Background: an optimization exercise with open tools, aiming at small area and a short achievable clock period. Do not read the settings as production practice.
Where RTL was checked, it was by simulation tests only, not by an equivalence proof against the original.
Power is estimated from default activity; no workload was simulated.

Design roadrash_top, start of the top module:
module roadrash_top (
    input         clk,
    input         reset,
    input  [5:0]  pBtns,
    input  [7:0]  duty_cycle,
    output [9:0]  bike_col_position,
    output [9:0]  left_car_row, left_car_column,
    output [9:0]  right_car_row, right_car_column,
    output [9:0]  middle_car_row, middle_car_column,
    output [2:0]  left_car_icon_num, right_car_icon_num, middle_car_icon_num,
    output [2:0]  background_num,
    output [3:0]  speed_hunds, speed_tens, speed_ones,
    output [3:0]  score_ones, score_tens, score_hunds,
    output [3:0]  score_thous, score_tenthous, score_hundthous,
    output        pwm_audio_out
    );
Size in the first run: roughly 890 cells after synthesis, ~150 flip-flops, about 140 I/O pins, about 7100 um2 of cells after synthesis.
export LEC_CHECK = 0
export ABC_AREA = 1
export CAP_MARGIN = 20
export CORE_MARGIN = 2
export CORE_UTILIZATION = 65
export CTS_BUF_LIST = sky130_fd_sc_hd__clkbuf_8
export CTS_CLUSTER_SIZE = 30
export SLEW_MARGIN = 20
create_clock -name core_clock -period 80.0 [get_ports {clk}]
standard.sh (not shown) runs the stock make flow with config.mk's settings and CLKGATE_MAP_FILE= SYNTH_SCRIPT=/design/flow/synth_recipe.tcl, a recipe that flattens the netlist after the stock synthesis.
==> flow/flow/run.sh <==
#!/bin/bash
set -euo pipefail
rm -rf scripts_area
cp -r "$FLOW_HOME/scripts" scripts_area
cp flow/abc_area.script scripts_area/abc_area.script
SCRIPTS_DIR="$PWD/scripts_area" ADDER_MAP_FILE= bash standard.sh synth > synth.log 2>&1
BUFFER_PORTS_ARGS="-buffer_cell sky130_fd_sc_hd__buf_1" bash standard.sh finish > layout.log 2>&1
==> flow/flow/abc_area.script <==
strash
&get -n
&fraig -x
&put
dc2
strash
&get -n
&deepsyn -T 30
&put
strash
&get -n
&dch -f
&nf -R 1000
&put
topo
Change:
--- a/flow/design.v
+++ b/flow/design.v
@@ -158,68 +158,68 @@
             bike_col <= 9'd227;
         end else if (tick50hz) begin
             if (pBtns[2])
                 bike_col <= bike_right;
             else if (pBtns[4])
                 bike_col <= bike_left;
         end
     end
-    reg [9:0] lrow;
+    reg [8:0] lrow;
     reg [9:0] lcol;
-    assign left_car_row    = lrow;
+    assign left_car_row    = {~lrow[8], lrow};
     assign left_car_column = lcol;
     wire [6:0] lm    = lrow[6:0];
-    wire       lhold = lrow[9];
+    wire       lhold = ~lrow[8];
     reg [3:0] ldelta;
     reg [2:0] licon;
     always @(posedge clk) begin
         if (reset) begin
-            lrow              <= 10'd767;
+            lrow              <= 9'h0ff;        
             lcol              <= 10'd1023;
             left_car_icon_num <= 3'd0;
         end else if (tick50hz) begin
             if (left_obstacle_flag) begin
-                lrow              <= 10'd400;
+                lrow              <= 9'h190;        
                 lcol              <= 10'd500;
                 left_car_icon_num <= 3'd0;
             end else if (lhold) begin
                 left_car_icon_num <= 3'd0;
             end else begin
                 lrow[6:0] <= lm + 7'd1;
-                if (lm == 7'd127) lrow[9:7] <= 3'b100;
+                if (lm == 7'd127) lrow[8:7] <= 2'b00;    
                 lcol <= lcol - ldelta;
                 left_car_icon_num <= licon;
             end
         end
     end
     always @(*) begin
         if (lm < 7'd31)       begin ldelta = 4'd3;  licon = 3'd2; end
         else if (lm == 7'd31) begin ldelta = 4'd15; licon = 3'd3; end
         else if (lm < 7'd46)  begin ldelta = 4'd4;  licon = 3'd3; end
         else if (lm < 7'd86)  begin ldelta = (lm == 7'd46) ? 4'd4 : 4'd5; licon = 3'd4; end
         else                  begin ldelta = 4'd6;  licon = 3'd5; end
     end
-    reg [9:8] rrow_hi;
+    reg       rrow8;
     reg [6:0] rm;
     reg [8:0] rcol;
-    assign right_car_row    = {rrow_hi, 1'b1, rm};
+    assign right_car_row    = {~rrow8, rrow8, 1'b1, rm};
     assign right_car_column = {1'b1, rcol};
     wire rhold = ((rcol[8:3] == 6'b111111) & (rcol[2] | (rcol[1] & rcol[0])));
     reg [2:0] rdelta;
     reg [2:0] ricon;
     always @(posedge clk) begin
         if (reset) begin
-            rrow_hi            <= 2'b10;
+            rrow8              <= 1'b0;
             rm                 <= 7'd127;
             rcol               <= 9'd511;
             right_car_icon_num <= 3'd0;
         end else if (tick50hz) begin
             if (right_obstacle_flag) begin
-                rrow_hi            <= 2'b01;
+                rrow8              <= 1'b1;
                 rm                 <= 7'd16;
                 rcol               <= 9'd12;
                 right_car_icon_num <= 3'd0;
             end else if (rhold) begin
                 right_car_icon_num <= 3'd0;
             end else begin
                 rm <= rm + 7'd1;
                 rcol <= rcol + rdelta;
After rerunning:
- The changed run produced a clean layout
- cell count stays flat
- clock skew is about the same
- routed wire length goes down by 0.99%
- power goes up by 8.1%
- clock-buffer cell count goes down by 4
- area after synthesis goes down by 1.2%
- first-iteration DRC count goes up by 14%
- via count goes down by 0.83%
- design area stays flat
- critical path depth is unchanged
- die area goes down by 1.2%
Function not checked in the second run of this note: the RTL went through the layout flow alone.

what the ideal ports hide:
The flow's constraints put no driver on any port. The routed layouts listed below were extracted and timed again, unchanged, in two steps. Step 1: set_driving_cell puts a clkbuf_16 on clk and a buf_2 on each other input, an assumption about the parent block. Step 2, shift: input delay + t, output delay - t, t = (earliest + latest rising clock arrival at the registers) / 2. This alone moves slack from input paths to output paths. Slacks: ideal / step 1 / step 2; pairs: ideal / step 1.
run	t (ns)	setup WS [ns]	cell pins on the clock port's net
the first run	0.472	62.557 / 62.572 / 62.100	1
the second run	0.489	62.493 / 62.507 / 62.017	1
After both steps every run listed still meets setup and hold. The setup slack of the second run, which loses most, moves by +0.014 ns with the drivers and by -0.476 ns with both steps.
